Background: an optimization exercise with open tools, aiming at small area, a short achievable clock period and few clock cycles per item. Do not read the settings as production practice. At most, simulation tests tie the RTL to the original design; equivalence was not proved. Power is estimated from default activity; no workload was simulated.

the reference run:
==> flow/design.v <==
/*verilator lint_off DECLFILENAME*/
module exe_log2_plus_one
(
    input [31:0] in,
    output [5:0] out
);
    wire [7:0] v;
    wire [1:0] p [0:7];
    genvar g;
    generate
        for (g = 0; g < 8; g = g + 1) begin : nib
            wire [3:0] x = in[4*g+3:4*g];
            assign v[g] = |x;
            assign p[g] = x[3] ? 2'd3 : x[2] ? 2'd2 : x[1] ? 2'd1 : 2'd0;
        end
    endgenerate
    wire [2:0] k = v[7] ? 3'd7 : v[6] ? 3'd6 : v[5] ? 3'd5 : v[4] ? 3'd4 :
                   v[3] ? 3'd3 : v[2] ? 3'd2 : v[1] ? 3'd1 : 3'd0;
    assign out = (|v) ? {1'b0, k, p[k]} : 6'b111111;
endmodule
module exe_add_pfx #(parameter W = 32, parameter L = 5)
(
    input  [W-1:0] a,
    input  [W-1:0] b,
    input          ci,
    output [W-1:0] s,
    output         co
);
    wire [W-1:0] g [0:L];
    wire [W-1:0] p [0:L];
    assign g[0] = a & b;
    assign p[0] = a ^ b;
    genvar i, j;
    generate
        for (i = 0; i < L; i = i + 1) begin : lvl
            for (j = 0; j < W; j = j + 1) begin : bt
                if (j & (1 << i)) begin : blk
                    localparam integer K = ((j >> i) << i) - 1;
                    assign g[i+1][j] = g[i][j] | (p[i][j] & g[i][K]);
                    assign p[i+1][j] = p[i][j] & p[i][K];
                end else begin : pass
                    assign g[i+1][j] = g[i][j];
                    assign p[i+1][j] = p[i][j];
                end
            end
        end
    endgenerate
    wire [W:0] c;
    assign c[0] = ci;
    generate
        for (j = 1; j <= W; j = j + 1) begin : cy
            assign c[j] = g[L][j-1] | (p[L][j-1] & ci);
        end
    endgenerate
    assign s  = p[0] ^ c[W-1:0];
    assign co = c[W];
endmodule
module exe_neg_pfx #(parameter W = 32, parameter L = 5)
(
    input  [W-1:0] x,
    output [W-1:0] y
);
    wire [W-1:0] o [0:L];
    assign o[0] = x;
    genvar i, j;
    generate
        for (i = 0; i < L; i = i + 1) begin : lvl
            for (j = 0; j < W; j = j + 1) begin : bt
                if (j & (1 << i)) begin : blk
                    localparam integer K = ((j >> i) << i) - 1;
                    assign o[i+1][j] = o[i][j] | o[i][K];
                end else begin : pass
                    assign o[i+1][j] = o[i][j];
                end
            end
        end
    endgenerate
    assign y = x ^ {o[L][W-2:0], 1'b0};
endmodule
module exe_orup_pfx #(parameter W = 32, parameter L = 5)
(
    input  [W-1:0] x,
    output [W-1:0] y
);
    wire [W-1:0] r;
    wire [W-1:0] o;
    genvar j;
    generate
        for (j = 0; j < W; j = j + 1) begin : rv
            assign r[j] = x[W-1-j];
            assign y[j] = o[W-1-j];
        end
    endgenerate
    wire [W-1:0] n;
    exe_neg_pfx #(.W(W), .L(L)) p (.x(r), .y(n));
    assign o = r | (r ^ n);
endmodule
/*verilator lint_off DECLFILENAME*/
module div(
    input [0:0]         clk,
    input [0:0]         rstn,
    input flush_by_writeback,
    input [0:0]         div_en_in,
    input [0:0]         div_op,
    input [0:0]         div_sign,
    input [ 31:0 ]      div_sr0,
    input [ 31:0 ]      div_sr1,
    input [ 4:0 ]       div_addr_in,
    input [31:0]        div_pc_in,
    input [31:0]        div_inst_in,
    output reg [0:0]    div_en_out,
    output reg [0:0]    stall_by_div,
    output [ 31:0 ]     div_result,
    output [ 4:0 ]      div_addr_out,
    output [31:0]       div_pc_out,
    output [31:0]       div_inst_out
);
localparam PREP = 2'd0;
localparam ITER = 2'd1;
localparam NEG  = 2'd2;
reg [1:0]  phase;
reg [31:0] rem;       
reg [34:0] y;         
reg        cin;       
reg [31:0] quo;       
reg [5:0]  pa;        
reg [5:0]  pb;        
reg [4:0]  cnt;       
reg        sa_r;      
reg        qn;        
reg        sel;       
reg        neg;       
reg [4:0]  addr;
reg [31:0] pc;
reg [31:0] inst;
wire        sa = div_sign & div_sr0[31];
wire        sb = div_sign & div_sr1[31];
wire [5:0]  pa_w;
wire [5:0]  pb_w;
wire [31:0] xa = sa ? {~div_sr0[30:0], 1'b1} : div_sr0;
wire [31:0] xb = div_sr1 ^ {32{sb}};
wire        bz_w = div_sr1 == 0;
exe_log2_plus_one log2_1(xa, pa_w);
exe_log2_plus_one log2_2(xb, pb_w);
wire [31:0] ta;       
exe_orup_pfx #(.W(32), .L(5)) oa (.x(xa), .y(ta));
wire        skip = bz_w | (|(xb & ~ta));
wire [6:0]  d;
wire        d_co;
exe_add_pfx #(.W(7), .L(3)) dsub (.a({pa[5], pa}), .b(~{pb[5], pb}), .ci(1'b1), .s(d), .co(d_co));
wire [69:0] ysh = {y, {35{cin}}} << {d[5:1], 1'b0};
wire [34:0] y2 = {y[33:0], cin};
wire [31:0] t1, t2, t3;
wire [2:0]  h1, h2;
wire [3:0]  h3;
wire        c1, c2, c3;
exe_add_pfx #(.W(35), .L(6)) add1 (.a({3'b000, rem}), .b(y),  .ci(cin), .s({h1, t1}), .co(c1));
exe_add_pfx #(.W(35), .L(6)) add2 (.a({3'b000, rem}), .b(y2), .ci(cin), .s({h2, t2}), .co(c2));
wire [34:0] cs_s = {3'b000, rem} ^ y ^ y2;
wire [34:0] cs_c = ({3'b000, rem} & y) | ({3'b000, rem} & y2) | (y & y2);
exe_add_pfx #(.W(36), .L(6)) add3 (.a({1'b0, cs_s}), .b({cs_c, cin}), .ci(cin), .s({h3, t3}), .co(c3));
wire        ge1 = c1;
wire        ge2 = c2;
wire        ge3 = c3;
wire [31:0] rn  = ({32{ge3}} & t3) | ({32{ge2 & ~ge3}} & t2) |
                  ({32{ge1 & ~ge2}} & t1) | ({32{~ge1}} & rem);
wire [31:0] mag = sel ? rem : quo;
wire [31:0] nmag;
exe_neg_pfx #(.W(32), .L(5)) ng (.x(mag), .y(nmag));
assign div_result   = mag;
assign div_addr_out = addr;
assign div_pc_out   = pc;
assign div_inst_out = inst;
wire start = div_en_in & ~div_en_out;
wire fin   = (phase == NEG) || (phase == ITER && cnt == 0 && !neg);
always @(posedge clk) begin
    if (!rstn || flush_by_writeback) begin
        stall_by_div <= 0;
        div_en_out   <= 0;
    end else if (stall_by_div) begin
        if (fin) begin
            stall_by_div <= 0;
            div_en_out   <= 1;
        end
    end else begin
        stall_by_div <= start & ~skip;
        div_en_out   <= start & skip;
    end
end
always @(posedge clk) begin
    if (stall_by_div) begin
        case (phase)
            PREP: begin
                rem   <= sa_r ? nmag : mag;
                quo   <= 0;
                y     <= ysh[69:35];
                cnt   <= d[5:1];
                neg   <= sel ? sa_r : qn;
                phase <= ITER;
            end
            ITER: begin
                rem <= rn;
                quo <= {quo[29:0], ge2, ge3 | (ge1 & ~ge2)};
                y   <= {2'b11, y[34:2]};
                cnt <= cnt - 1;
                if (cnt == 0) phase <= NEG;
            end
            default: begin
                rem <= nmag;
                quo <= {quo[29:0], ge2, ge3 | (ge1 & ~ge2)};
                y   <= {2'b11, y[34:2]};
                sel <= 1;
            end
        endcase
    end else begin
        phase <= PREP;
        rem   <= div_sr0;
        quo   <= skip ? 32'd0 : div_sr0;
        y     <= {3'b111, div_sr1 ^ {32{~sb}}};
        cin   <= ~sb;
        pa    <= pa_w;
        pb    <= pb_w;
        sa_r  <= sa;
        qn    <= sa ^ sb;
        sel   <= div_op;
        neg   <= 0;
        addr  <= div_addr_in;
        pc    <= div_pc_in;
        inst  <= div_inst_in;
    end
end
endmodule
export LEC_CHECK = 0
export CAP_MARGIN = 5
export CORE_MARGIN = 2
export CORE_UTILIZATION = 40
export PLACE_DENSITY = 0.6
export SETUP_SLACK_MARGIN = 2
export SLEW_MARGIN = 5
create_clock -name core_clock -period 6.0 [get_ports {clk}]
run.sh (not shown) runs the stock make flow with config.mk's settings and CLKGATE_MAP_FILE= SYNTH_SCRIPT=/design/flow/synth_recipe.tcl, a recipe that flattens the netlist after the stock synthesis.
[inputs] the trial run vs the reference run
diff --git a/flow/design.v b/flow/design.v
--- a/flow/design.v
+++ b/flow/design.v
@@ -190,9 +190,9 @@
 always @(posedge clk) begin
     if (stall_by_div) begin
         case (phase)
             PREP: begin
-                rem   <= sa_r ? nmag : mag;
+                if (sa_r) rem <= nmag;
                 quo   <= 0;
                 y     <= ysh[69:35];
                 cnt   <= d[5:1];
                 neg   <= sel ? sa_r : qn;
--- outcome ---
- Going from the reference run to the trial run, worst hold margin now sits higher, die area now sits lower, cell leakage power now sits lower.
- From the reference run to the trial run the numbers moved as follows: global-route usage now sits lower; detailed-placement wirelength estimate now sits lower.
Testbench counts of the trial run, summed over its fixed seeds: cycles 83,215, items 12,000.
For the reference run, only the layout was checked, not whether the RTL still works.
